This design comes from an exercise in tuning for a short achievable clock period and few clock cycles on the open sky130 flow, not from production work.
Where RTL was checked, it was by simulation tests only, not by an equivalence proof against the original.
Only the layout flow was run in run 1; the RTL was not checked for function there.
Power figures rest on the tool's default switching activity, not on a simulated workload.

==> design.v <==
module proc_core (clk, resetn, sw, mem_rdata, mem_addr, mem_wdata, mem_we,
                  led, hex0, hex1, hex2, hex3, hex4, hex5, hex6);
	input clk, resetn;
	input [15:0] sw;
	input [15:0] mem_rdata;
	output [11:0] mem_addr;
	output [15:0] mem_wdata;
	output mem_we;
	output reg [15:0] led;
	output reg [6:0] hex0, hex1, hex2, hex3, hex4, hex5, hex6;
	localparam K_NONE = 2'd0, K_FETCH = 2'd1, K_DATA = 2'd2;
	reg [11:0] ma;
	reg mwe;
	reg [15:0] mwd;
	reg [1:0] rq_k, ar_k;
	reg rq_ep, ar_ep;
	assign mem_addr = ma;
	assign mem_we = mwe;
	assign mem_wdata = mwd;
	reg ep;                  
	reg [11:0] fp;           
	reg [15:0] q0, q1, q2, q3, q4, q5;
	reg qp0, qp1, qp2, qp3, qp4, qp5;              
	reg qi0, qi1, qi2, qi3, qi4, qi5;              
	reg [15:0] qt0, qt1, qt2, qt3, qt4, qt5;       
	reg rq_p, ar_p, rq_i, ar_i;
	reg [15:0] rq_t, ar_t;
	reg pv;                  
	reg [11:0] pt;           
	reg jbad;                
	reg [15:0] jtg;          
	reg [2:0] cnt;           
	reg [15:0] pc;           
	reg pcfix;               
	reg ldw;                 
	reg ldc;                 
	reg jg;                  
	reg [2:0] dx;            
	reg [15:0] R0, R1, R2, R3, R4, R5, R6;
	reg [15:0] G;
	reg wv, wsub, wg;       
	reg [2:0] wx;            
	reg [15:0] ar;           
	reg arnz;                
	reg w2g;                 
	reg [6:0] w2m;           
	reg xbp, ybp;            
	reg [15:0] wa, wb;
	reg [7:0] wm;            
	wire [15:0] pc1 = pc + 16'd1;
	wire [15:0] pc2 = pc + 16'd2;
	wire [11:0] fp1 = fp + 12'd1;
	wire [11:0] nf = pv ? pt : fp1;      
	localparam NB = 12;
	reg [NB-1:0] bv;
	reg [11:0] btag [0:NB-1];
	reg [11:0] btagm [0:NB-1];           
	reg [15:0] btgt [0:NB-1];
	reg [NB-1:0] bk;                     
	reg [3:0] brr;
	reg [NB-1:0] bhit;
	reg [15:0] bpt;
	reg [11:0] bnx;                      
	reg [11:0] bnxt [0:NB-1];            
	integer j;
	always @(*) begin
		bpt = 16'd0;
		bnx = 12'd0;
		for (j = 0; j < NB; j = j + 1) begin
			bhit[j] = bv[j] & (pv ? (btag[j] == pt) : (btagm[j] == fp));
			bpt = bpt | ({16{bhit[j]}} & btgt[j]);
			bnx = bnx | ({12{bhit[j]}} & (bk[j] ? bnxt[j] : btgt[j][11:0]));
		end
	end
	wire bh = bhit != {NB{1'b0}};
	wire bki = (bhit & bk) != {NB{1'b0}};
	wire acc_in = (ar_k == K_FETCH) & (ar_ep == ep);
	reg [7:0] xs, ys;        
	reg [7:0] xd;            
	reg d_mv, d_mvi, d_alu, d_sub, d_ld, d_st, d_mvnz, d_rd;
	reg [2:0] X;
	reg [15:0] RX, RY;
	always @(*) begin
		RX = ({16{xs[0]}} & R0) | ({16{xs[1]}} & R1) | ({16{xs[2]}} & R2) | ({16{xs[3]}} & R3) |
		     ({16{xs[4]}} & R4) | ({16{xs[5]}} & R5) | ({16{xs[6]}} & R6) | ({16{xs[7]}} & pc) |
		     ({16{xbp}} & ar);
		RY = ({16{ys[0]}} & R0) | ({16{ys[1]}} & R1) | ({16{ys[2]}} & R2) | ({16{ys[3]}} & R3) |
		     ({16{ys[4]}} & R4) | ({16{ys[5]}} & R5) | ({16{ys[6]}} & R6) | ({16{ys[7]}} & pc) |
		     ({16{ybp}} & ar);
	end
	reg [3:0] F0, F1, F2, F3, F4, F5, F6;
	wire [3:0] fpc = {pc[15:12] == 4'h4, pc[15:12] == 4'h2, pc[15:12] == 4'h1, pc[15:12] == 4'h0};
	wire [3:0] far = {ar[15:12] == 4'h4, ar[15:12] == 4'h2, ar[15:12] == 4'h1, ar[15:12] == 4'h0};
	wire [7:0] rg0 = {fpc[0], F6[0], F5[0], F4[0], F3[0], F2[0], F1[0], F0[0]};
	wire [7:0] rg1 = {fpc[1], F6[1], F5[1], F4[1], F3[1], F2[1], F1[1], F0[1]};
	wire [7:0] rg2 = {fpc[2], F6[2], F5[2], F4[2], F3[2], F2[2], F1[2], F0[2]};
	wire [7:0] rg4 = {fpc[3], F6[3], F5[3], F4[3], F3[3], F2[3], F1[3], F0[3]};
	wire ry0 = ((rg0 & ys) != 8'd0) | (ybp & far[0]);
	wire ry1 = ((rg1 & ys) != 8'd0) | (ybp & far[1]);
	wire ry2 = ((rg2 & ys) != 8'd0) | (ybp & far[2]);
	wire ry4 = ((rg4 & ys) != 8'd0) | (ybp & far[3]);
	wire [7:0] eqt = {pc == qt0, R6 == qt0, R5 == qt0, R4 == qt0, R3 == qt0, R2 == qt0, R1 == qt0, R0 == qt0};
	wire ry_eqt = ((eqt & ys) != 8'd0) | (ybp & (ar == qt0));
	reg gnz0;                
	wire gnz = w2g ? arnz : gnz0;
	wire x7 = xd[7];
	reg dep;                 
	wire e_ok = (cnt != 3'd0) & ~ldc & ~jg & ~dep & ~jbad;
	wire have_imm = qi0 | (cnt >= 3'd2) | acc_in;
	wire [15:0] immv = qi0 ? qt0 : (cnt >= 3'd2) ? q1 : mem_rdata;
	wire immp = (cnt >= 3'd2) ? (qp1 | qi1) : (ar_p | ar_i);
	wire i_mv   = e_ok & (d_mv | (d_mvnz & gnz));
	wire i_mvi  = e_ok & d_mvi & have_imm;
	wire i_alu  = e_ok & d_alu;
	wire i_ld   = e_ok & d_ld;
	wire i_st   = e_ok & d_st;
	wire ld_mem = i_ld;
	wire st_mem = i_st & ry0;
	wire st_led = i_st & ry1;
	wire st_hex = i_st & ry2;
	wire [15:0] sum, dif;
	ks_add16 u_add (.a(wa), .b(wb), .cin(1'b0), .s(sum));
	ks_add16 u_sub (.a(wa), .b(~wb), .cin(1'b1), .s(dif));
	wire [15:0] alu = wsub ? dif : sum;
	wire [15:0] bb = wsub ? ~wb : wb;
	wire [15:0] zp = wa ^ bb;
	wire [15:0] zt = {wa[14:0] | bb[14:0], wsub};
	wire nz = (zp != zt);
	wire stall = ~e_ok | (d_mvi & ~have_imm);
	wire [1:0] ncons = stall ? 2'd0 : (d_mvi & ~qi0) ? 2'd2 : 2'd1;
	wire ld_arr = ldw & (ar_k == K_DATA);
	reg ldsw;                
	wire [15:0] ldv = ldsw ? sw : mem_rdata;
	wire j_pr   = e_ok & (d_mv | d_mvnz) & x7 & qp0;   
	wire rd_ry  = i_mv & x7 & ~qp0;
	wire rd_mvp = i_mvi & ~x7 & ~qi0 & immp;           
	wire rd_imm = i_mvi & x7;
	wire rd_ld  = ld_arr & (dx == 3'd7);
	wire redirect = jbad | rd_ry | rd_imm | rd_ld | rd_mvp | jg;
	wire [15:0] tgt = jbad ? jtg : rd_ry ? RY : rd_imm ? immv : rd_ld ? ldv : rd_mvp ? pc1 : ar;
	wire [2:0] total = cnt + {2'd0, acc_in};
	wire [2:0] total_m1 = cnt + {2'd0, acc_in} - 3'd1;
	wire [2:0] total_m2 = cnt + {2'd0, acc_in} - 3'd2;
	reg [15:0] nq [0:5];
	reg [15:0] nt [0:5];
	reg np [0:5];
	reg ni [0:5];
	integer i;
	always @(*) begin
		for (i = 0; i < 6; i = i + 1) begin
			case (i + ncons)
				0: begin nq[i] = (cnt > 3'd0) ? q0 : mem_rdata; np[i] = (cnt > 3'd0) ? qp0 : ar_p; ni[i] = (cnt > 3'd0) ? qi0 : ar_i; nt[i] = (cnt > 3'd0) ? qt0 : ar_t; end
				1: begin nq[i] = (cnt > 3'd1) ? q1 : mem_rdata; np[i] = (cnt > 3'd1) ? qp1 : ar_p; ni[i] = (cnt > 3'd1) ? qi1 : ar_i; nt[i] = (cnt > 3'd1) ? qt1 : ar_t; end
				2: begin nq[i] = (cnt > 3'd2) ? q2 : mem_rdata; np[i] = (cnt > 3'd2) ? qp2 : ar_p; ni[i] = (cnt > 3'd2) ? qi2 : ar_i; nt[i] = (cnt > 3'd2) ? qt2 : ar_t; end
				3: begin nq[i] = (cnt > 3'd3) ? q3 : mem_rdata; np[i] = (cnt > 3'd3) ? qp3 : ar_p; ni[i] = (cnt > 3'd3) ? qi3 : ar_i; nt[i] = (cnt > 3'd3) ? qt3 : ar_t; end
				4: begin nq[i] = (cnt > 3'd4) ? q4 : mem_rdata; np[i] = (cnt > 3'd4) ? qp4 : ar_p; ni[i] = (cnt > 3'd4) ? qi4 : ar_i; nt[i] = (cnt > 3'd4) ? qt4 : ar_t; end
				5: begin nq[i] = (cnt > 3'd5) ? q5 : mem_rdata; np[i] = (cnt > 3'd5) ? qp5 : ar_p; ni[i] = (cnt > 3'd5) ? qi5 : ar_i; nt[i] = (cnt > 3'd5) ? qt5 : ar_t; end
				default: begin nq[i] = mem_rdata; np[i] = ar_p; ni[i] = ar_i; nt[i] = ar_t; end
			endcase
		end
	end
	wire [15:0] s0 = (cnt > 3'd0) ? q0 : mem_rdata;
	wire [15:0] s1 = (cnt > 3'd1) ? q1 : mem_rdata;
	wire [15:0] s2 = (cnt > 3'd2) ? q2 : mem_rdata;
	wire [2:0] cw, cx, cd;
	nq_wait w0 (.w(s0), .x(X), .dx(dx), .x7(x7), .alu(d_alu), .cw(cw[0]), .cx(cx[0]), .cd(cd[0]));
	nq_wait w1 (.w(s1), .x(X), .dx(dx), .x7(x7), .alu(d_alu), .cw(cw[1]), .cx(cx[1]), .cd(cd[1]));
	nq_wait w2 (.w(s2), .x(X), .dx(dx), .x7(x7), .alu(d_alu), .cw(cw[2]), .cx(cx[2]), .cd(cd[2]));
	wire ncw = (ncons == 2'd0) ? cw[0] : (ncons == 2'd1) ? cw[1] : cw[2];
	wire ncx = (ncons == 2'd0) ? cx[0] : (ncons == 2'd1) ? cx[1] : cx[2];
	wire ncd = (ncons == 2'd0) ? cd[0] : (ncons == 2'd1) ? cd[1] : cd[2];
	wire wr_e = i_mvi & ~x7;
	wire [7:0] we_e = wr_e ? xd : 8'd0;
	wire w2n = wv & ~wm[7] & ~(wr_e & (X == wx));
	wire [7:0] dxo [0:2];
	wire [7:0] dyo [0:2];
	wire [2:0] dxe, dye;
	wire [7:0] dop [0:2];
	nq_dec c0 (.w(s0), .wx(wx), .xo(dxo[0]), .yo(dyo[0]), .xe(dxe[0]), .ye(dye[0]), .op(dop[0]));
	nq_dec c1 (.w(s1), .wx(wx), .xo(dxo[1]), .yo(dyo[1]), .xe(dxe[1]), .ye(dye[1]), .op(dop[1]));
	nq_dec c2 (.w(s2), .wx(wx), .xo(dxo[2]), .yo(dyo[2]), .xe(dxe[2]), .ye(dye[2]), .op(dop[2]));
	wire [7:0] nxo = (ncons == 2'd0) ? dxo[0] : (ncons == 2'd1) ? dxo[1] : dxo[2];
	wire [7:0] nyo = (ncons == 2'd0) ? dyo[0] : (ncons == 2'd1) ? dyo[1] : dyo[2];
	wire [7:0] nop8 = (ncons == 2'd0) ? dop[0] : (ncons == 2'd1) ? dop[1] : dop[2];
	wire nxe = (ncons == 2'd0) ? dxe[0] : (ncons == 2'd1) ? dxe[1] : dxe[2];
	wire nye = (ncons == 2'd0) ? dye[0] : (ncons == 2'd1) ? dye[1] : dye[2];
	wire nxbp = w2n & nxe;
	wire nybp = w2n & nye;
	wire inflight = (rq_k == K_FETCH) & (rq_ep == ep);
	wire f_ok = (cnt <= 3'd3) | ((cnt == 3'd4) & ~(acc_in & inflight)) | ((cnt == 3'd5) & ~acc_in & ~inflight);
	always @(posedge clk) begin
		if (~resetn) begin
			ma <= 12'd0;
			mwe <= 1'b0;
			rq_k <= K_FETCH;
			rq_ep <= 1'b0;
			ar_k <= K_NONE;
			ar_ep <= 1'b0;
			ep <= 1'b0;
			fp <= 12'd0;
			cnt <= 3'd0;
			pc <= 16'd1;
			pcfix <= 1'b0;
			ldw <= 1'b0;
			ldc <= 1'b0;
			jg <= 1'b0;
			wv <= 1'b0;
			w2g <= 1'b0;
			w2m <= 7'd0;
			pv <= 1'b0;
			rq_p <= 1'b0;
			rq_i <= 1'b0;
			jbad <= 1'b0;
		end else begin
			ar_k <= rq_k;
			ar_ep <= rq_ep;
			ar_p <= rq_p;
			ar_i <= rq_i;
			ar_t <= rq_t;
			rq_t <= bpt;         
			jbad <= j_pr & ~(i_mv & ry_eqt);
			jg <= wv & wm[7];
			wv <= i_alu | (i_mv & ~x7);
			w2g <= wv & wg;
			w2m <= wv ? (wm[6:0] & ~we_e[6:0]) : 7'd0;
			if (ld_mem)
				ldw <= 1'b1;
			else if (ld_arr)
				ldw <= 1'b0;
			ldc <= ld_mem ? ncx : (ldw & ~ld_arr & ncd);
			if (redirect) begin
				ep <= ~ep;
				cnt <= 3'd0;
				pc <= tgt;
				pcfix <= 1'b1;
				fp <= tgt[11:0];
				pv <= 1'b0;
				ma <= tgt[11:0];
				mwe <= 1'b0;
				rq_k <= K_FETCH;
				rq_ep <= ~ep;
				rq_p <= 1'b0;
				rq_i <= 1'b0;
			end else begin
				cnt <= (ncons == 2'd0) ? total : (ncons == 2'd1) ? total_m1 : total_m2;
				pcfix <= 1'b0;
				pc <= j_pr ? qt0 + 16'd1 : (pcfix | ((ncons != 2'd0) & ~d_mvi)) ? pc1 : (ncons != 2'd0) ? pc2 : pc;
				if (ld_mem | st_mem) begin
					ma <= RY[11:0];
					mwe <= st_mem;
					rq_k <= st_mem ? K_NONE : K_DATA;
				end else if (f_ok) begin
					ma <= nf;
					mwe <= 1'b0;
					rq_k <= K_FETCH;
					rq_ep <= ep;
					rq_p <= bh & ~bki;
					rq_i <= bh & bki;
					fp <= nf;
					pv <= bh;
					pt <= bnx;
				end else begin
					mwe <= 1'b0;
					rq_k <= K_NONE;
				end
			end
		end
	end
	always @(posedge clk) begin
		q0 <= nq[0];
		q1 <= nq[1];
		q2 <= nq[2];
		q3 <= nq[3];
		q4 <= nq[4];
		q5 <= nq[5];
		qp0 <= np[0];
		qp1 <= np[1];
		qp2 <= np[2];
		qp3 <= np[3];
		qp4 <= np[4];
		qp5 <= np[5];
		qi0 <= ni[0];
		qi1 <= ni[1];
		qi2 <= ni[2];
		qi3 <= ni[3];
		qi4 <= ni[4];
		qi5 <= ni[5];
		qt0 <= nt[0];
		qt1 <= nt[1];
		qt2 <= nt[2];
		qt3 <= nt[3];
		qt4 <= nt[4];
		qt5 <= nt[5];
		jtg <= i_mv ? RY : pc;
		X <= nq[0][12:10];
		xs <= nxbp ? 8'd0 : nxo;
		ys <= nybp ? 8'd0 : nyo;
		xd <= nxo;
		xbp <= nxbp;
		ybp <= nybp;
		d_mv <= nop8[0];
		d_mvi <= nop8[1];
		d_alu <= nop8[2] | nop8[3];
		d_sub <= nop8[3];
		d_ld <= nop8[4];
		d_st <= nop8[5];
		d_mvnz <= nop8[6];
		d_rd <= ~nop8[1] & ~nop8[7];
		dep <= (i_alu | (i_mv & ~x7)) & ncw;
		if (st_mem)
			mwd <= RX;
		if (ld_mem) begin
			dx <= X;
			ldsw <= ry4;
		end
		wa <= d_alu ? RX : RY;
		wb <= d_alu ? RY : 16'd0;
		wsub <= d_alu & d_sub;
		wg <= d_alu;
		wm <= xd;
		wx <= X;
		ar <= alu;
		arnz <= nz;
		if (w2g) begin
			G <= ar;
			gnz0 <= arnz;
		end
	end
	reg iv, iv2;
	reg [11:0] ia, iam, ia2, iam2;
	reg [15:0] itg, itg2;
	reg ik, ik2;
	reg [NB-1:0] bsame, bsel;
	always @(*)
		for (j = 0; j < NB; j = j + 1)
			bsame[j] = bv[j] & (btag[j] == ia);
	wire bupd = bsame != {NB{1'b0}};
	reg sv;
	reg [11:0] sa, sam1;
	reg [NB-1:0] binv;
	always @(*)
		for (j = 0; j < NB; j = j + 1)
			binv[j] = sv & ((btag[j] == sa) | (bk[j] & (btag[j] == sam1)));
	always @(posedge clk) begin
		sa <= RY[11:0];
		sam1 <= RY[11:0] - 12'd1;
		if (~resetn)
			sv <= 1'b0;
		else
			sv <= st_mem;
	end
	always @(posedge clk) begin
		ia <= pc[11:0] - 12'd1;
		iam <= pc[11:0] - 12'd2;
		itg <= d_mvi ? immv : RY;
		ik <= d_mvi;
		ik2 <= ik;
		ia2 <= ia;
		iam2 <= iam;
		itg2 <= itg;
		for (j = 0; j < NB; j = j + 1)
			bsel[j] <= bupd ? bsame[j] : (brr == j);
		if (~resetn) begin
			iv <= 1'b0;
			iv2 <= 1'b0;
			bv <= {NB{1'b0}};
			brr <= 4'd0;
		end else begin
			iv <= (i_mv & x7 & ~(qp0 & ry_eqt)) | (i_mvi & ~qi0);
			iv2 <= iv;
			if (iv & ~bupd)
				brr <= (brr == 4'd11) ? 4'd0 : brr + 4'd1;
			for (j = 0; j < NB; j = j + 1)
				if (iv2 & bsel[j]) begin
					bv[j] <= 1'b1;
					btag[j] <= ia2;
					btagm[j] <= iam2;
					bnxt[j] <= ia2 + 12'd2;
					btgt[j] <= itg2;
					bk[j] <= ik2;
				end else if (binv[j])
					bv[j] <= 1'b0;
		end
	end
	wire [15:0] wd_e = immv;
	wire [3:0] fwd = {wd_e[15:12] == 4'h4, wd_e[15:12] == 4'h2, wd_e[15:12] == 4'h1, wd_e[15:12] == 4'h0};
	wire [3:0] fld = {ldv[15:12] == 4'h4, ldv[15:12] == 4'h2, ldv[15:12] == 4'h1, ldv[15:12] == 4'h0};
	wire [6:0] we_w = w2m;
	wire [7:0] we_l = ld_arr ? (8'd1 << dx) : 8'd0;
	always @(posedge clk) begin
		if (we_e[0]) begin R0 <= wd_e; F0 <= fwd; end else if (we_w[0]) begin R0 <= ar; F0 <= far; end else if (we_l[0]) begin R0 <= ldv; F0 <= fld; end
		if (we_e[1]) begin R1 <= wd_e; F1 <= fwd; end else if (we_w[1]) begin R1 <= ar; F1 <= far; end else if (we_l[1]) begin R1 <= ldv; F1 <= fld; end
		if (we_e[2]) begin R2 <= wd_e; F2 <= fwd; end else if (we_w[2]) begin R2 <= ar; F2 <= far; end else if (we_l[2]) begin R2 <= ldv; F2 <= fld; end
		if (we_e[3]) begin R3 <= wd_e; F3 <= fwd; end else if (we_w[3]) begin R3 <= ar; F3 <= far; end else if (we_l[3]) begin R3 <= ldv; F3 <= fld; end
		if (we_e[4]) begin R4 <= wd_e; F4 <= fwd; end else if (we_w[4]) begin R4 <= ar; F4 <= far; end else if (we_l[4]) begin R4 <= ldv; F4 <= fld; end
		if (we_e[5]) begin R5 <= wd_e; F5 <= fwd; end else if (we_w[5]) begin R5 <= ar; F5 <= far; end else if (we_l[5]) begin R5 <= ldv; F5 <= fld; end
		if (we_e[6]) begin R6 <= wd_e; F6 <= fwd; end else if (we_w[6]) begin R6 <= ar; F6 <= far; end else if (we_l[6]) begin R6 <= ldv; F6 <= fld; end
	end
	reg sb_led, sb_hex;
	reg [15:0] sb_d;
	reg [2:0] sb_a;
	always @(posedge clk) begin
		sb_d <= RX;
		sb_a <= RY[2:0];
		if (~resetn) begin
			sb_led <= 1'b0;
			sb_hex <= 1'b0;
		end else begin
			sb_led <= st_led;
			sb_hex <= st_hex;
		end
	end
	always @(posedge clk) begin
		if (~resetn) begin
			led <= 16'd0;
			hex0 <= 7'd0; hex1 <= 7'd0; hex2 <= 7'd0; hex3 <= 7'd0;
			hex4 <= 7'd0; hex5 <= 7'd0; hex6 <= 7'd0;
		end else begin
			if (sb_led)
				led <= sb_d;
			if (sb_hex) begin
				case (sb_a)
					3'd0: hex0 <= sb_d[6:0]; 3'd1: hex1 <= sb_d[6:0]; 3'd2: hex2 <= sb_d[6:0];
					3'd3: hex3 <= sb_d[6:0]; 3'd4: hex4 <= sb_d[6:0]; 3'd5: hex5 <= sb_d[6:0];
					3'd6: hex6 <= sb_d[6:0]; default: ;
				endcase
			end
		end
	end
endmodule
module ks_add16 (a, b, cin, s);
	input [15:0] a, b;
	input cin;
	output [15:0] s;
	wire [15:0] p0 = a ^ b;
	wire [15:0] g0 = a & b;
	wire [15:0] g1, p1, g2, p2, g3, p3, g4, p4;
	wire [15:0] gi = {g0[15:1], g0[0] | (p0[0] & cin)};
	genvar i;
	generate
		for (i = 0; i < 16; i = i + 1) begin : l1
			if (i >= 1) begin : a1
				assign g1[i] = gi[i] | (p0[i] & gi[i-1]);
				assign p1[i] = p0[i] & p0[i-1];
			end else begin : b1
				assign g1[i] = gi[i];
				assign p1[i] = p0[i];
			end
			if (i >= 2) begin : a2
				assign g2[i] = g1[i] | (p1[i] & g1[i-2]);
				assign p2[i] = p1[i] & p1[i-2];
			end else begin : b2
				assign g2[i] = g1[i];
				assign p2[i] = p1[i];
			end
			if (i >= 4) begin : a3
				assign g3[i] = g2[i] | (p2[i] & g2[i-4]);
				assign p3[i] = p2[i] & p2[i-4];
			end else begin : b3
				assign g3[i] = g2[i];
				assign p3[i] = p2[i];
			end
			if (i >= 8) begin : a4
				assign g4[i] = g3[i] | (p3[i] & g3[i-8]);
			end else begin : b4
				assign g4[i] = g3[i];
			end
		end
	endgenerate
	assign s = p0 ^ {g4[14:0], cin};
endmodule
module nq_wait (w, x, dx, x7, alu, cw, cx, cd);
	input [15:0] w;
	input [2:0] x, dx;
	input x7, alu;
	output cw, cx, cd;
	wire [2:0] op = w[15:13];
	wire nop = (op == 3'd7);
	wire rdy = (op != 3'd1) & ~nop;      
	assign cw = x7 | (alu & (op == 3'd6)) | (rdy & ((w[12:10] == x) | (w[9:7] == x)));
	assign cx = (x == 3'd7) | (op == 3'd4) | (~nop & (w[12:10] == x)) | (rdy & (w[9:7] == x));
	assign cd = (dx == 3'd7) | (op == 3'd4) | (~nop & (w[12:10] == dx)) | (rdy & (w[9:7] == dx));
endmodule
module nq_dec (w, wx, xo, yo, xe, ye, op);
	input [15:0] w;
	input [2:0] wx;
	output [7:0] xo, yo, op;
	output xe, ye;
	assign xo = 8'd1 << w[12:10];
	assign yo = 8'd1 << w[9:7];
	assign op = 8'd1 << w[15:13];
	assign xe = (w[12:10] == wx);
	assign ye = (w[9:7] == wx);
endmodule
module simple_proc (clk, resetn, sw, mem_rdata, mem_addr, mem_wdata, mem_we,
                    led, hex0, hex1, hex2, hex3, hex4, hex5, hex6);
	input clk, resetn;
	input [15:0] sw;
	input [15:0] mem_rdata;
	output [11:0] mem_addr;
	output [15:0] mem_wdata;
	output mem_we;
	output [15:0] led;
	output [6:0] hex0, hex1, hex2, hex3, hex4, hex5, hex6;
	proc_core core (.clk(clk), .resetn(resetn), .sw(sw), .mem_rdata(mem_rdata),
	                .mem_addr(mem_addr), .mem_wdata(mem_wdata), .mem_we(mem_we),
	                .led(led), .hex0(hex0), .hex1(hex1), .hex2(hex2), .hex3(hex3),
	                .hex4(hex4), .hex5(hex5), .hex6(hex6));
endmodule
==> run.sh <==
#!/bin/bash
# synth_recipe.tcl (not shown) runs the flow's synth.tcl, then flattens the netlist and writes it again
# the make line also repeats each setting of config.mk as NAME=value (left out here)
make -C /OpenROAD-flow-scripts/flow DESIGN_CONFIG=/design/flow/config.mk WORK_HOME=/design/flow/orfs CLKGATE_MAP_FILE= SYNTH_SCRIPT=/design/flow/synth_recipe.tcl finish
==> config.mk <==
export PLATFORM = sky130hd
export DESIGN_NAME = simple_proc
export DESIGN_NICKNAME = simple_proc
export VERILOG_FILES = /design/flow/design.v
export SDC_FILE = /design/flow/constraint.sdc
export NUM_CORES = 4
export LEC_CHECK = 0
export ABC_CLOCK_PERIOD_IN_PS = 2500
export CAP_MARGIN = 20
export CORE_MARGIN = 2
export CORE_UTILIZATION = 40
export SETUP_SLACK_MARGIN = 3.8
export SLEW_MARGIN = 20
==> constraint.sdc <==
create_clock -name core_clock -period 6.3 [get_ports {clk}]
set_input_delay 1.2600 -clock core_clock [delete_from_list [all_inputs] [get_ports {clk}]]
set_output_delay 1.2600 -clock core_clock [all_outputs]
set_load 0.01 [all_outputs]
==> summary.txt, run 1 <==
Run status
  • Status: finished clean

Layout
  • Filler cells: 14910
  • Layout cells sized above 1: 30.40%
  • Nets: 7094
  • Core Util, Final: 52.74%
  • Syn-to-layout area delta: 30.77%

GRT
  • Grt ovf: 0
  • GRT Resource Usage Total: 33.10%
  • Vias in the first global route: 57060
  • Largest net degree at the start of global routing: 73
  • Initial antenna violation count: 18
  • Global-route wire length before repair: 431.7 mm

Clocking
  • Clk sinks: 1428
  • H-tree levels: 4
  • Worst skew pair latency: 820 ps
  • CTS tree: done
  • CTS max path bufs: 3
  • CTS Root Cell: clkbuf_16
  • TritonCTS Buffers: 154
  • Clock transition at path regs: 60 ps

STA
  • TNS Setup: 0 ps
  • Max_slew headroom: 9.898%
  • Final Setup Violations: 0
  • Worst Skew: 42.36 ps
  • Endpoints failing hold: 0
  • Slew @ Worst Pin: 1347 ps
  • Final Max Tran Viols: 0
  • RSZ-0062 raised after global routing: true
  • Period Utilization, post-route: 46.81%
  • Max Freq: 339.1 MHz
  • Minimum clock period: 2949 ps

Min path
  • HP Start: core.iam[9]$_DFF_P_
  • Endpoint, Worst Hold: core.iam2[9]$_DFF_P_
  • Worst Hold Depth: 0
  • Hold Crit Class: register to register

Power
  • Pint: 0.02607 W
  • Sw Share: 42.52%
  • Largest vdd supply drop: 0.4234 mV
  • Sw power: 0.01929 W
  • Register share of total power: 31.9%
  • Combinational share of power: 47.4%
  • Leakage: 33.09 nW
  • Final total power: 0.04536 W
  • Power per cell area: 487.3 nW/um^2
  • Clock Power Share: 20.7%

Worst setup path
  • Setup slack, reg-to-reg: 3350 ps
  • Slowest CP cell: or4_4
  • CP max FO: 5
  • CP Data Required Time: 6980 ps
  • Critical Path Start Type: register
  • Worst R2R End: core.ma[9]$_SDFFE_PN0P_
  • Worst reg-to-reg path cell count: 11
  • Crit-path cells: buf_12, or4_4, or3_4, nor3_4, buf_12, buf_12, a211oi_2, o21a_1, o211ai_1, o21a_1, a21oi_2
  • Worst Setup End Kind: register
  • Critical path class: register to register
  • Crit path largest cell delay: 500 ps
  • Most frequent CP cell: buf_12
  • Arr. time, crit path: 3630 ps
  • R2R Path Start: core.jbad$_SDFF_PN0_

Yosys
  • Post-synthesis mux area share: 7.956%
  • Avg Cell Area, Syn: 10.85 um^2
  • Post-synth EDFFs: 830
  • Synth Area in XOR/XNOR: 12.87%
  • Yosys cell types: 90
  • Post-Synth Adder-Cell Area: 1.125%
  • Share of the yosys chip area belonging to registers: 51.83%
  • Area leader, netlist: edfxtp_1
  • Largest family of logic cells by synthesized area: XOR/XNOR gates
  • Mapped Cells: 6561
  • Synth top area cells: edfxtp_1, dfxtp_1, xnor2_1, mux2i_1, xor2_1
  • Ys Warns: 17
  • Post-synth net total: 6657
  • Post-Synth Simple-Gate Area: 9.930%
  • Yosys top cell area share: 35.02%
  • Compound-Gate Fraction of Synth Area: 12.28%
  • Ys async rst share: 0%
  • Post-Syn Area: 71180 um^2
  • Flops & latches, synth: 1428
  • Main synth FF type: edfxtp_1

Job
  • Max Cap Violations: 0

Die
  • Initial Util: 40.33%
  • Core area: 176500 um^2
  • Die height: 425.8 um
  • Die area: 181300 um^2
  • Die X: 425.8 um
  • Row count: 154
  • Boundary Pins: 128

Routing
  • ANT nets after route: 0
  • 1st-iter DRT viols: 9466
  • Vias: 60790
  • First drt pass iteration count: 15
  • Post-Route WL: 316.8 mm
  • Drt wl/cell: 33.43 um
  • Routed vias/inst: 6.415
  • Residual DRC: 0

Place
  • HPWL Detailed: 174.9 mm
  • Final RePlAce weighted congestion: 0.9714
  • IO buf count: 127
==> Yosys cell counts (14+ instances only) <==
cell      number
dfxtp_1      598
nor2_1       443
edfxtp_1     830
xor2_1       270
a21oi_1      454
a221o_1       18
a31oi_1       31
or4_1         15
o22ai_1       41
buf_1        117
o21ai_0      197
ha_1          60
and3_1        43
and2_1        14
nand2_1      242
or3_1         15
a222oi_1      37
inv_1         92
a211oi_1      15
xnor2_1      776
o211ai_1      47
nor3_1       112
nor2b_1       22
clkbuf_1     435
a31o_2        20
nor4_1        79
nand4_1      162
nand2b_1      41
a22o_1        80
a21o_1        14
a221oi_1      99
mux2_2       201
a22oi_1      104
o22a_1        59
buf_2         66
o21a_1        17
nand3_1      208
mux2i_1      329
==> logic make-up (layout without fill, tap and decap cells) <==
family,Yosys count,in the layout
xor+xnor,1046,1046
simple gates,1444,1484
fa+ha+maj,63,63
mux,537,537
flops,1428,1428
compound gates,1320,1323
buf+inv,723,1247
other cells,0,9
==> cell type report <==
cell class,count,area (um^2),area share (%)
Antenna cell,9,22.52,0.02420
Clock inverter,65,737.0,0.7917
Inverter,94,380.4,0.4086
Multi-Input combinational cell,4453,36790,39.53
Tap cell,2340,2928,3.145
Timing Repair Buffer,866,10590,11.37
Sequential cell,1428,37140,39.90
Clock buffer,221,4492,4.826
Timing Repair inverter,1,5.005,0.005377
==> state kept, by name, indices dropped and copies added, names as in the netlist, 132 cells and up <==
signal      cells
core.btgt     192
core.bnxt     144
core.btagm    144
core.btag     132
==> placed cells by master, fill, tap and decap left out, drive strengths merged, types with 80 or more instances in the layout <==
cell type,n
a221oi,100
nor3,118
dfxtp,598
a21oi,454
a22o,80
inv,101
mux2,202
nor2,446
buf,821
nand4,162
nor4,82
nand3,209
clkbuf,232
o21ai,207
xor2,270
mux2i,335
xnor2,776
nand2,272
edfxtp,830
a22oi,104
==> power groups by stage <==
stage	sequential (W)	combinational, W	clock [W]
floorplan	0.0130	0.0107	0
global placement	0.0144	0.0153	0
detailed placement	0.0145	0.0155	0
CTS	0.0143	0.0186	0.00944
global route	0.0145	0.0222	0.00983
finish	0.0145	0.0215	0.00940
==> critical path: cells and delay by family (launching register included) <==
kind	cells	cell delay (ps)
and+or+nand+nor	3	1090
DFF	1	350
AOI/OAI and AO/OA	5	980
buffers and inverters	3	400
==> per-stage QoR <==
stage	cells	cell area (um^2)	hold slack [ps]	worst slack, ps
detailed placement	8610	75110	312.1	2034
CTS	9301	88890	323.4	3331
global placement	8608	75050	311.6	1943
finish	9477	93080	312.3	3351
floorplan	6561	71820	309.6	3447
global route	9469	93060	328.8	3306
==> metal layers <==
metal | vias to the layer above | global-route usage (%) | part of all wire, %
met5 | - | 0 | 0.035
met4 | 14 | 20.71 | 8.0
met3 | 1394 | 9.950 | 13
met2 | 4624 | 48.92 | 42
met1 | 29940 | 42.25 | 37
li1 | 24820 | - | -
==> how the worst max path moves through the flow <==
| stage | startpoint | endpoint | slack (ps) | depth (start not counted) |
|---|---|---|---|---|
| after floorplan | mem_rdata[9] | core.ldc$_SDFF_PN0_ | 3450 | 8 |
| after global placement | core.d_mvi$_SDFF_PN0_ | core.fp[3]$_SDFFE_PN0P_ | 1940 | 7 |
| after detailed placement | mem_rdata[11] | core.fp[11]$_SDFFE_PN0P_ | 2030 | 7 |
| after CTS | core.jbad$_SDFF_PN0_ | core.fp[3]$_SDFFE_PN0P_ | 3330 | 11 |
| after global routing | core.cnt[2]$_SDFF_PP0_ | core.F5[0]$_DFFE_PP_ | 3310 | 10 |
| final | core.jbad$_SDFF_PN0_ | core.ma[9]$_SDFFE_PN0P_ | 3350 | 11 |
==> timing repair <==
action,in CTS,in global routing
hold buffers,0,0
pin swaps,198,190
resized for setup,1463,591
endpoints found under the setup margin,1446,1000
setup buffers,304,150
cloned,101,17
==> run 2, diff against run 1 <==
--- a/design.v
+++ b/design.v
@@ -30,6 +30,7 @@
 	reg jbad;                
 	reg [15:0] jtg;          
 	reg [2:0] cnt;           
+	reg [5:0] cth;           
 	reg [15:0] pc;           
 	reg pcfix;               
 	reg ldw;                 
@@ -105,10 +106,10 @@
 	wire gnz = w2g ? arnz : gnz0;
 	wire x7 = xd[7];
 	reg dep;                 
-	wire e_ok = (cnt != 3'd0) & ~ldc & ~jg & ~dep & ~jbad;
-	wire have_imm = qi0 | (cnt >= 3'd2) | acc_in;
-	wire [15:0] immv = qi0 ? qt0 : (cnt >= 3'd2) ? q1 : mem_rdata;
-	wire immp = (cnt >= 3'd2) ? (qp1 | qi1) : (ar_p | ar_i);
+	wire e_ok = cth[0] & ~ldc & ~jg & ~dep & ~jbad;
+	wire have_imm = qi0 | cth[1] | acc_in;
+	wire [15:0] immv = qi0 ? qt0 : cth[1] ? q1 : mem_rdata;
+	wire immp = cth[1] ? (qp1 | qi1) : (ar_p | ar_i);
 	wire i_mv   = e_ok & (d_mv | (d_mvnz & gnz));
 	wire i_mvi  = e_ok & d_mvi & have_imm;
 	wire i_alu  = e_ok & d_alu;
@@ -149,19 +150,19 @@
 	always @(*) begin
 		for (i = 0; i < 6; i = i + 1) begin
 			case (i + ncons)
-				0: begin nq[i] = (cnt > 3'd0) ? q0 : mem_rdata; np[i] = (cnt > 3'd0) ? qp0 : ar_p; ni[i] = (cnt > 3'd0) ? qi0 : ar_i; nt[i] = (cnt > 3'd0) ? qt0 : ar_t; end
-				1: begin nq[i] = (cnt > 3'd1) ? q1 : mem_rdata; np[i] = (cnt > 3'd1) ? qp1 : ar_p; ni[i] = (cnt > 3'd1) ? qi1 : ar_i; nt[i] = (cnt > 3'd1) ? qt1 : ar_t; end
-				2: begin nq[i] = (cnt > 3'd2) ? q2 : mem_rdata; np[i] = (cnt > 3'd2) ? qp2 : ar_p; ni[i] = (cnt > 3'd2) ? qi2 : ar_i; nt[i] = (cnt > 3'd2) ? qt2 : ar_t; end
-				3: begin nq[i] = (cnt > 3'd3) ? q3 : mem_rdata; np[i] = (cnt > 3'd3) ? qp3 : ar_p; ni[i] = (cnt > 3'd3) ? qi3 : ar_i; nt[i] = (cnt > 3'd3) ? qt3 : ar_t; end
-				4: begin nq[i] = (cnt > 3'd4) ? q4 : mem_rdata; np[i] = (cnt > 3'd4) ? qp4 : ar_p; ni[i] = (cnt > 3'd4) ? qi4 : ar_i; nt[i] = (cnt > 3'd4) ? qt4 : ar_t; end
-				5: begin nq[i] = (cnt > 3'd5) ? q5 : mem_rdata; np[i] = (cnt > 3'd5) ? qp5 : ar_p; ni[i] = (cnt > 3'd5) ? qi5 : ar_i; nt[i] = (cnt > 3'd5) ? qt5 : ar_t; end
+				0: begin nq[i] = cth[0] ? q0 : mem_rdata; np[i] = cth[0] ? qp0 : ar_p; ni[i] = cth[0] ? qi0 : ar_i; nt[i] = cth[0] ? qt0 : ar_t; end
+				1: begin nq[i] = cth[1] ? q1 : mem_rdata; np[i] = cth[1] ? qp1 : ar_p; ni[i] = cth[1] ? qi1 : ar_i; nt[i] = cth[1] ? qt1 : ar_t; end
+				2: begin nq[i] = cth[2] ? q2 : mem_rdata; np[i] = cth[2] ? qp2 : ar_p; ni[i] = cth[2] ? qi2 : ar_i; nt[i] = cth[2] ? qt2 : ar_t; end
+				3: begin nq[i] = cth[3] ? q3 : mem_rdata; np[i] = cth[3] ? qp3 : ar_p; ni[i] = cth[3] ? qi3 : ar_i; nt[i] = cth[3] ? qt3 : ar_t; end
+				4: begin nq[i] = cth[4] ? q4 : mem_rdata; np[i] = cth[4] ? qp4 : ar_p; ni[i] = cth[4] ? qi4 : ar_i; nt[i] = cth[4] ? qt4 : ar_t; end
+				5: begin nq[i] = cth[5] ? q5 : mem_rdata; np[i] = cth[5] ? qp5 : ar_p; ni[i] = cth[5] ? qi5 : ar_i; nt[i] = cth[5] ? qt5 : ar_t; end
 				default: begin nq[i] = mem_rdata; np[i] = ar_p; ni[i] = ar_i; nt[i] = ar_t; end
 			endcase
 		end
 	end
-	wire [15:0] s0 = (cnt > 3'd0) ? q0 : mem_rdata;
-	wire [15:0] s1 = (cnt > 3'd1) ? q1 : mem_rdata;
-	wire [15:0] s2 = (cnt > 3'd2) ? q2 : mem_rdata;
+	wire [15:0] s0 = cth[0] ? q0 : mem_rdata;
+	wire [15:0] s1 = cth[1] ? q1 : mem_rdata;
+	wire [15:0] s2 = cth[2] ? q2 : mem_rdata;
 	wire [2:0] cw, cx, cd;
 	nq_wait w0 (.w(s0), .x(X), .dx(dx), .x7(x7), .alu(d_alu), .cw(cw[0]), .cx(cx[0]), .cd(cd[0]));
 	nq_wait w1 (.w(s1), .x(X), .dx(dx), .x7(x7), .alu(d_alu), .cw(cw[1]), .cx(cx[1]), .cd(cd[1]));
@@ -187,7 +188,10 @@
 	wire nxbp = w2n & nxe;
 	wire nybp = w2n & nye;
 	wire inflight = (rq_k == K_FETCH) & (rq_ep == ep);
-	wire f_ok = (cnt <= 3'd3) | ((cnt == 3'd4) & ~(acc_in & inflight)) | ((cnt == 3'd5) & ~acc_in & ~inflight);
+	wire f_ok = ~cth[3] | (~cth[4] & ~(acc_in & inflight)) | (~cth[5] & ~acc_in & ~inflight);
+	wire [5:0] th0 = {total > 3'd5, total > 3'd4, total > 3'd3, total > 3'd2, total > 3'd1, total > 3'd0};
+	wire [5:0] th1 = {total_m1 > 3'd5, total_m1 > 3'd4, total_m1 > 3'd3, total_m1 > 3'd2, total_m1 > 3'd1, total_m1 > 3'd0};
+	wire [5:0] th2 = {total_m2 > 3'd5, total_m2 > 3'd4, total_m2 > 3'd3, total_m2 > 3'd2, total_m2 > 3'd1, total_m2 > 3'd0};
 	always @(posedge clk) begin
 		if (~resetn) begin
 			ma <= 12'd0;
@@ -199,6 +203,7 @@
 			ep <= 1'b0;
 			fp <= 12'd0;
 			cnt <= 3'd0;
+			cth <= 6'd0;
 			pc <= 16'd1;
 			pcfix <= 1'b0;
 			ldw <= 1'b0;
@@ -231,6 +236,7 @@
 			if (redirect) begin
 				ep <= ~ep;
 				cnt <= 3'd0;
+				cth <= 6'd0;
 				pc <= tgt;
 				pcfix <= 1'b1;
 				fp <= tgt[11:0];
@@ -243,6 +249,7 @@
 				rq_i <= 1'b0;
 			end else begin
 				cnt <= (ncons == 2'd0) ? total : (ncons == 2'd1) ? total_m1 : total_m2;
+				cth <= (ncons == 2'd0) ? th0 : (ncons == 2'd1) ? th1 : th2;
 				pcfix <= 1'b0;
 				pc <= j_pr ? qt0 + 16'd1 : (pcfix | ((ncons != 2'd0) & ~d_mvi)) ? pc1 : (ncons != 2'd0) ? pc2 : pc;
 				if (ld_mem | st_mem) begin
@@ -383,7 +390,10 @@
 		end
 	end
 	wire [15:0] wd_e = immv;
-	wire [3:0] fwd = {wd_e[15:12] == 4'h4, wd_e[15:12] == 4'h2, wd_e[15:12] == 4'h1, wd_e[15:12] == 4'h0};
+	wire [3:0] fqt = {qt0[15:12] == 4'h4, qt0[15:12] == 4'h2, qt0[15:12] == 4'h1, qt0[15:12] == 4'h0};
+	wire [3:0] fq1 = {q1[15:12] == 4'h4, q1[15:12] == 4'h2, q1[15:12] == 4'h1, q1[15:12] == 4'h0};
+	wire [3:0] fmr = {mem_rdata[15:12] == 4'h4, mem_rdata[15:12] == 4'h2, mem_rdata[15:12] == 4'h1, mem_rdata[15:12] == 4'h0};
+	wire [3:0] fwd = qi0 ? fqt : cth[1] ? fq1 : fmr;
 	wire [3:0] fld = {ldv[15:12] == 4'h4, ldv[15:12] == 4'h2, ldv[15:12] == 4'h1, ldv[15:12] == 4'h0};
 	wire [6:0] we_w = w2m;
 	wire [7:0] we_l = ld_arr ? (8'd1 << dx) : 8'd0;
--- a/config.mk
+++ b/config.mk
@@ -8,6 +8,6 @@
 export ABC_CLOCK_PERIOD_IN_PS = 2500
 export CAP_MARGIN = 20
 export CORE_MARGIN = 2
-export CORE_UTILIZATION = 40
+export CORE_UTILIZATION = 30
 export SETUP_SLACK_MARGIN = 3.8
 export SLEW_MARGIN = 20
==> summary.txt, run 2 <==
Run status
  • Status: finished clean (unchanged)

Power
  • Largest vdd supply drop: 0.3107 mV (was 0.4234 mV)
  • Power per cell area: 463.2 nW/um^2 (was 487.3 nW/um^2)
  • Final total power: 0.04285 W (was 0.04536 W)
  • Leakage: 32.41 nW (was 33.09 nW)

Yosys
  • Post-synth EDFFs: 830 (unchanged)
  • Synth Area in XOR/XNOR: 12.70% (was 12.87%)
  • Post-synth top cells: edfxtp_1, xnor2_1, dfxtp_1, clkbuf_1, mux2i_1 (was edfxtp_1, xnor2_1, dfxtp_1, a21oi_1, nor2_1)
  • Avg Cell Area, Syn: 10.79 um^2 (was 10.85 um^2)
  • Ys async rst share: 0% (unchanged)
  • Largest family of logic cells by synthesized area: XOR/XNOR gates (unchanged)
  • Synth top area cells: edfxtp_1, dfxtp_1, xnor2_1, mux2i_1, xor2_1 (unchanged)
  • Post-Synth Simple-Gate Area: 10.77% (was 9.930%)
  • Count leader, synth: edfxtp_1 (unchanged)
  • Post-synth net total: 6781 (was 6657)
  • Ys Warns: 17 (unchanged)
  • Compound-Gate Fraction of Synth Area: 11.39% (was 12.28%)
  • Mapped Cells: 6672 (was 6561)
  • Yosys top cell area share: 34.63% (was 35.02%)
  • Post-Syn Area: 71970 um^2 (was 71180 um^2)
  • Post-synthesis mux area share: 8.344% (was 7.956%)
  • Flops & latches, synth: 1434 (was 1428)
  • Main synth FF type: edfxtp_1 (unchanged)
  • Area leader, netlist: edfxtp_1 (unchanged)
  • Post-Synth Adder-Cell Area: 1.325% (was 1.125%)
  • Share of the yosys chip area belonging to registers: 51.43% (was 51.83%)
  • Yosys cell types: 88 (was 90)

STA
  • Minimum clock period: 2899 ps (was 2949 ps)
  • Max_slew headroom: 15.60% (was 9.898%)
  • Final Max Tran Viols: 0 (unchanged)
  • Period Utilization, post-route: 46.01% (was 46.81%)
  • Worst Skew: 35.33 ps (was 42.36 ps)
  • Final Setup Violations: 0 (unchanged)
  • TNS Setup: 0 ps (unchanged)
  • Worst hold margin: 316.3 ps (was 312.3 ps)
  • Endpoints failing hold: 0 (unchanged)
  • Max Freq: 345.0 MHz (was 339.1 MHz)
  • Slew @ Worst Pin: 1266 ps (was 1347 ps)
  • RSZ-0062 raised after global routing: true (unchanged)

Layout
  • Syn-to-layout area delta: 28.52% (was 30.77%)
  • Largest regs: core.btgt x192, core.bnxt x144, core.btagm x144 (unchanged)
  • Number of flip-flops in the largest register: 192 (unchanged)
  • Nets: 7133 (was 7094)
  • Layout cells sized above 1: 27.17% (was 30.40%)
  • Commonest non-fill, non-tap cell in the layout: edfxtp_1 (unchanged)
  • Most flops, register: core.btgt (unchanged)
  • Most frequent cells in the layout: edfxtp_1, xnor2_1, dfxtp_1, buf_4, mux2i_1 (was edfxtp_1, xnor2_1, dfxtp_1, buf_4, a21oi_1)
  • Filler cells: 22540 (was 14910)

Place
  • Final RePlAce weighted congestion: 0.9629 (was 0.9714)
  • IO buf count: 127 (unchanged)
  • HPWL Detailed: 181.8 mm (was 174.9 mm)

Clocking
  • TritonCTS Buffers: 153 (was 154)
  • CTS tree: done (unchanged)
  • H-tree levels: 4 (unchanged)
  • CTS hold repair buffers: 0 (unchanged)
  • CTS Root Cell: clkbuf_16 (unchanged)
  • Worst skew pair latency: 830 ps (was 820 ps)
  • CTS max path bufs: 3 (unchanged)
  • Clock transition at path regs: 70 ps (was 60 ps)
  • Clk sinks: 1434 (was 1428)

Worst setup path
  • CP Data Required Time: 6670 ps (was 6980 ps)
  • Critical Path Start Type: register (unchanged)
  • CP max FO: 5 (unchanged)
  • Critical path class: register to register (unchanged)
  • Arr. time, crit path: 3270 ps (was 3630 ps)
  • Worst Setup End Kind: register (unchanged)

Die
  • Die area: 243800 um^2 (was 181300 um^2)
  • Initial Util: 30.20% (was 40.33%)
  • Boundary Pins: 128 (unchanged)
  • Row count: 179 (was 154)
  • Die X: 493.8 um (was 425.8 um)
  • Die height: 493.8 um (was 425.8 um)
  • Core area: 238300 um^2 (was 176500 um^2)

GRT
  • Vias in the first global route: 55960 (was 57060)
  • GRT Resource Usage Total: 23.68% (was 33.10%)
  • Global-route wire length before repair: 420.5 mm (was 431.7 mm)
  • Largest net degree at the start of global routing: 84 (was 73)
  • Initial antenna violation count: 13 (was 18)
  • Grt ovf: 0 (unchanged)

Routing
  • First drt pass iteration count: 10 (was 15)
  • Drt wl/cell: 30.64 um (was 33.43 um)
  • Residual DRC: 0 (unchanged)
  • ANT nets after route: 0 (unchanged)
  • 1st-iter DRT viols: 9051 (was 9466)
  • Post-Route WL: 316.3 mm (was 316.8 mm)
  • Vias: 60340 (was 60790)
  • Routed vias/inst: 5.844 (was 6.415)

Job
  • Max Cap Violations: 0 (unchanged)

Min path
  • Hold Crit Class: register to register (unchanged)
run 2: changes by cell type after synthesis, sizes merged, moves of 30 or more:
cell / delta
nand2: +106
o221ai: +36
nor2b: +64
nand3: -30
o22a: -47
o21ai: -32
clkbuf: +54
a21oi: -57
o22ai: +41
mux2i: +67
a22o: -40
nor2: -47
run 2: cell families (layout without fill, tap and decap cells):
group,Yosys count,in the layout
adders and majority gates,75,75
and+or+nand+nor,1566,1608
other,0,6
AOI/OAI and AO/OA,1232,1233
muxes,578,578
DFF,1434,1434
xor gates and xnor gates,1044,1044
buffers and inverters,743,1180
run 2: final timing paths:
kind                        startpoint  slack, ps  cells past startpoint                    to
setup / recovery  core.pt[0]$_DFFE_PP_       3400                     12  core.pt[3]$_DFFE_PP_
hold / removal     core.iam[4]$_DFF_P_        320                      0  core.iam2[4]$_DFF_P_
setup reg to reg  core.pt[0]$_DFFE_PP_       3400                     12  core.pt[3]$_DFFE_PP_
hold reg to reg    core.iam[4]$_DFF_P_        320                      0  core.iam2[4]$_DFF_P_
run 2: metal layers:
metal	up-vias	share of wire, %	GRT usage [%]
li1	25000	-	-
met4	10	7.6	13.54
met5	-	0.023	0
met1	29640	38	30.94
met2	4511	42	35.23
met3	1176	12	6.313
run 2: per-stage QoR:
step	worst slack [ps]	instances	cell area [um^2]	util, %
CTS	3456	10160	89010	37.35
global route	3422	10320	92490	38.81
global placement	2035	9523	77070	32.34
floorplan	3298	6672	72980	-
finish	3401	10330	92500	38.82
detailed placement	1866	9524	77100	32.36
run 2: timing repair:
item | 4_1_cts | 5_1_grt
hold endpoints to repair | 0 | 0
gates resized for setup | 1225 | 363
pin swaps | 193 | 161
cloned | 36 | 57
setup buffers | 318 | 101
endpoints found under the setup margin | 982 | 919
run 2: area by class of cell:
class                           count  area [um^2]  share of cell area (%)
Timing Repair Buffer              808         9024                   9.755
Sequential cell                  1434        37280                   40.30
Antenna cell                        6        15.01                 0.01623
Clock inverter                     71        710.7                  0.7683
Multi-Input combinational cell   4538        36600                   39.56
Tap cell                         3167         3963                   4.284
Inverter                           89        362.8                  0.3923
Clock buffer                      212         4548                   4.917
run 2: report_power, final:
part	switching, W	total, W	leakage, nW	internal [W]
Combinational	0.0114	0.0189	17.2	0.00743
Clock	0.00406	0.00955	2.55	0.00549
Sequential	0.00225	0.0144	12.7	0.0122
Total	0.0177	0.0428	32.4	0.0251
run 2: worst max-delay path: stages (launching register included):
cell and delay (ps):
edfxtp_1 410, buf_4 180, buf_6 130, buf_4 130, xnor2_1 120, nand2_1 130, nor4_4 70, o21ai_4 220
buf_8 190, buf_4 150, o22ai_2 70, a221oi_2 200, nand4_1 460
Testbench counts of run 2, summed over its fixed seeds: cycles 34,074.
==> run 3, diff against run 2 <==
--- a/config.mk
+++ b/config.mk
@@ -8,6 +8,6 @@
 export ABC_CLOCK_PERIOD_IN_PS = 2500
 export CAP_MARGIN = 20
 export CORE_MARGIN = 2
-export CORE_UTILIZATION = 30
+export CORE_UTILIZATION = 40
 export SETUP_SLACK_MARGIN = 3.8
 export SLEW_MARGIN = 20
==> summary.txt, run 3 <==
Place
  • IO buf count: 127 (unchanged)
  • Final RePlAce weighted congestion: 0.9591 (was 0.9629)
  • Dpl ws: 1956 ps (was 1866 ps)
  • HPWL Detailed: 174.0 mm (was 181.8 mm)

Layout
  • Largest regs: core.btgt x192, core.bnxt x144, core.btagm x144 (unchanged)
  • Commonest non-fill, non-tap cell in the layout: edfxtp_1 (unchanged)
  • Core Util, Final: 51.37% (was 38.82%)
  • Most frequent cells in the layout: edfxtp_1, xnor2_1, dfxtp_1, buf_4, mux2i_1 (unchanged)
  • Number of flip-flops in the largest register: 192 (unchanged)
  • Layout cells sized above 1: 27.06% (was 27.17%)
  • Nets: 7118 (was 7133)
  • Most flops, register: core.btgt (unchanged)
  • Syn-to-layout area delta: 27.49% (was 28.52%)

Routing
  • Routed vias/inst: 6.305 (was 5.844)
  • Vias: 59910 (was 60340)
  • Residual DRC: 0 (unchanged)
  • First drt pass iteration count: 9 (was 10)
  • ANT nets after route: 0 (unchanged)
  • Post-Route WL: 304.5 mm (was 316.3 mm)
  • 1st-iter DRT viols: 8000 (was 9051)
  • Drt wl/cell: 32.05 um (was 30.64 um)

Yosys
  • Avg Cell Area, Syn: 10.79 um^2 (unchanged)
  • Post-synth net total: 6781 (unchanged)
  • Ys Warns: 17 (unchanged)
  • Yosys top cell area share: 34.63% (unchanged)
  • Post-synth EDFFs: 830 (unchanged)
  • Ys async rst share: 0% (unchanged)
  • Yosys cell types: 88 (unchanged)
  • Post-Syn Area: 71970 um^2 (unchanged)
  • Synth top area cells: edfxtp_1, dfxtp_1, xnor2_1, mux2i_1, xor2_1 (unchanged)
  • Area leader, netlist: edfxtp_1 (unchanged)
  • Flops & latches, synth: 1434 (unchanged)
  • Mapped Cells: 6672 (unchanged)
  • Count leader, synth: edfxtp_1 (unchanged)
  • Post-synth top cells: edfxtp_1, xnor2_1, dfxtp_1, clkbuf_1, mux2i_1 (unchanged)
  • Share of the yosys chip area belonging to registers: 51.43% (unchanged)
  • Main synth FF type: edfxtp_1 (unchanged)

Clocking
  • CTS Root Cell: clkbuf_16 (unchanged)
  • TritonCTS Buffers: 152 (was 153)
  • Worst skew pair latency: 830 ps (about the same)
  • CTS max path bufs: 3 (unchanged)
  • Clk sinks: 1434 (unchanged)
  • CTS tree: done (unchanged)
  • Clock transition at path regs: 70 ps (about the same)
  • H-tree levels: 4 (unchanged)

GRT
  • GRT met2 Usage: 46.58% (was 35.23%)
  • Initial antenna violation count: 19 (was 13)
  • GRT Resource Usage Total: 30.71% (was 23.68%)
  • Global-route wire length before repair: 411.4 mm (was 420.5 mm)
  • Grt ovf: 0 (unchanged)
  • Vias in the first global route: 55420 (was 55960)
  • Grt met3 use: 7.270% (was 6.313%)
  • Met1 usage: 40.17% (was 30.94%)
  • Most Crowded Layer GR: met2 (unchanged)
  • Largest net degree at the start of global routing: 82 (was 84)

STA
  • RSZ-0062 raised after global routing: true (unchanged)
  • Max Freq: 357.4 MHz (was 345.0 MHz)
  • Final WS setup: 3502 ps (was 3401 ps)
  • Worst Skew: 56.54 ps (was 35.33 ps)
  • Max_slew headroom: 12.36% (was 15.60%)
  • Slew @ Worst Pin: 1315 ps (was 1266 ps)
  • Period Utilization, post-route: 44.41% (was 46.01%)
  • Minimum clock period: 2798 ps (was 2899 ps)
  • Final Setup Violations: 0 (unchanged)
  • Final Max Tran Viols: 0 (unchanged)
  • Endpoints failing hold: 0 (unchanged)
  • TNS Setup: 0 ps (unchanged)

Worst setup path
  • CP Data Required Time: 6980 ps (was 6670 ps)
  • CP max FO: 6 (was 5)
  • Arr. time, crit path: 3480 ps (was 3270 ps)
  • Critical Path End: core.pc[8]$_SDFFE_PN0P_ (was core.pt[3]$_DFFE_PP_)
  • Crit path largest cell delay: 560 ps (was 460 ps)
  • R2R Path Start: core.ldc$_SDFF_PN0_ (was core.pt[0]$_DFFE_PP_)
  • Crit-path cells: or4b_4, buf_6, nor2_4, buf_6, o2111ai_4, buf_12, nand3_4, a21oi_4, a2111o_1, o211ai_1, a31oi_1 (was buf_4, buf_6, buf_4, xnor2_1, nand2_1, nor4_4, o21ai_4, buf_8, buf_4, o22ai_2, a221oi_2, nand4_1)
  • Critical path class: register to register (unchanged)
  • Most frequent CP cell: buf_6 (was buf_4)
  • Worst reg-to-reg path cell count: 11 (was 12)
  • Critical Path Start Type: register (unchanged)
  • Setup slack, reg-to-reg: 3500 ps (was 3400 ps)
  • Worst Setup End Kind: register (unchanged)
  • Slowest CP cell: or4b_4 (was nand4_1)
  • Critical path origin: core.ldc$_SDFF_PN0_ (was core.pt[0]$_DFFE_PP_)
  • Worst R2R End: core.pc[8]$_SDFFE_PN0P_ (was core.pt[3]$_DFFE_PP_)

Job
  • Max Cap Violations: 0 (unchanged)

Die
  • Row count: 155 (was 179)
  • Die height: 428.2 um (was 493.8 um)
  • Die X: 428.2 um (was 493.8 um)
  • Core area: 178600 um^2 (was 238300 um^2)
  • Initial Util: 40.30% (was 30.20%)
  • Die area: 183300 um^2 (was 243800 um^2)
  • Boundary Pins: 128 (unchanged)

Power
  • Sw power: 0.01793 W (was 0.01775 W)
  • Largest vdd supply drop: 0.3542 mV (was 0.3107 mV)
  • Register share of total power: 32.8% (was 33.7%)
  • Power per cell area: 470.7 nW/um^2 (was 463.2 nW/um^2)
  • Sw Share: 41.52% (was 41.42%)
  • Combinational share of power: 45.8% (was 44.0%)
  • Pint: 0.02526 W (was 0.02510 W)
  • Clock Power Share: 21.4% (was 22.3%)
  • Leakage: 32.62 nW (was 32.41 nW)

Run status
  • Status: finished clean (unchanged)

Min path
  • Hold Crit Class: register to register (unchanged)
## run 3: worst max-delay path: cells and delay by family (launching register included)
kind | cells | cell delay (ps)
flops | 1 | 290
simple gates | 3 | 810
compound gates | 5 | 1060
buf+inv | 3 | 500
## run 3: cell type report
class,count,area [um^2]
Tap cell,2355,2947
Multi-Input combinational cell,4527,36720
Clock buffer,202,4272
Antenna cell,8,20.02
Sequential cell,1434,37250
Clock inverter,82,862.1
Timing Repair Buffer,805,9336
Inverter,89,351.6
Fill cell,15250,86850
## run 3: worst min path at each step
stage | from | end | slack (ps) | cells after the start
after floorplan | core.iam[0]$_DFF_P_ | core.iam2[0]$_DFF_P_ | 310 | 0
after global placement | core.iam[5]$_DFF_P_ | core.iam2[5]$_DFF_P_ | 310 | 0
after detailed placement | core.iam[9]$_DFF_P_ | core.iam2[9]$_DFF_P_ | 310 | 0
after CTS | core.iam[2]$_DFF_P_ | core.iam2[2]$_DFF_P_ | 320 | 0
after global routing | core.iam[0]$_DFF_P_ | core.iam2[0]$_DFF_P_ | 330 | 0
final | core.itg[6]$_DFF_P_ | core.itg2[6]$_DFF_P_ | 320 | 0
## run 3: repair_timing
action,in CTS,in global routing
setup endpoints to repair,815,705
gates cloned,48,46
gates resized for setup,1247,428
hold buffers,0,0
buffers inserted,291,102
pin swaps,201,191
## run 3: layer usage
layer	up-vias	wire, um
met4	14	22200
met3	1153	36020
met1	29370	114900
met5	-	105
met2	4405	131300
li1	24970	-
## run 3: cell families after synthesis
logic type	count (synthesis)	share of synthesized area, %
AOI/OAI and AO/OA	1232	11.39
adders and majority gates	75	1.325
xor gates and xnor gates	1044	12.70
muxes	578	8.344
and+or+nand+nor	1566	10.77
buffers and inverters	743	4.045
DFF	1434	51.43
## run 3: power groups by stage
stage / combinational (W) / sequential, W / clock, W
6_report: 0.0198 / 0.0142 / 0.00924
5_1_grt: 0.0205 / 0.0143 / 0.00966
4_1_cts: 0.0174 / 0.0141 / 0.00930
3_5_place_dp: 0.0147 / 0.0142 / 0
3_3_place_gp: 0.0146 / 0.0142 / 0
2_1_floorplan: 0.0102 / 0.0130 / 0
## run 3: through the flow
| stage | cell area [um^2] | instances | hold slack, ps | power, W |
|---|---|---|---|---|
| after floorplan | 72980 | 6672 | 309.6 | 0.02319 |
| after global placement | 76120 | 8721 | 311.8 | 0.02880 |
| after detailed placement | 76150 | 8723 | 312.1 | 0.02896 |
| after CTS | 88230 | 9346 | 319.4 | 0.04072 |
| after global routing | 91750 | 9496 | 333.3 | 0.04442 |
| final | 91760 | 9502 | 323.3 | 0.04319 |

static timing again, ports no longer ideal:
How much do the figures lean on ideal ports? The routed layouts below were timed once more, with nothing changed but the port constraints.
Step 1 sets driving cells, clkbuf_16 on the clock port and buf_2 on the other inputs (assumed; they add their load-dependent delay and slew).
Step 2 times the ports against the registers' clock, not the clock port: input delays grow and output delays shrink by t, the midpoint of the rising clock arrivals with the driver on.
Three values: ideal ports, drivers, drivers and shift; two values: the first two.
| run | shift t [ns] | setup WS [ns] | hold WS [ns] | worst setup path after step 2 | latest minus earliest clock arrival (ns) |
|---|---|---|---|---|---|
| run 1 | 0.891 | 3.351 / 3.351 / 2.601 | 0.312 / 0.312 / 0.312 | input to register | 0.045 / 0.045 |
| run 2 | 0.901 | 3.401 / 3.380 / 2.737 | 0.316 / 0.316 / 0.316 | input to register | 0.037 / 0.037 |
| run 3 | 0.895 | 3.502 / 3.502 / 2.795 | 0.323 / 0.323 / 0.323 | input to register | 0.057 / 0.057 |
After both steps setup and hold are still met in every run listed. The setup slack of run 1, which loses most, moves by 0.000 ns with the drivers and by -0.750 ns with both steps.
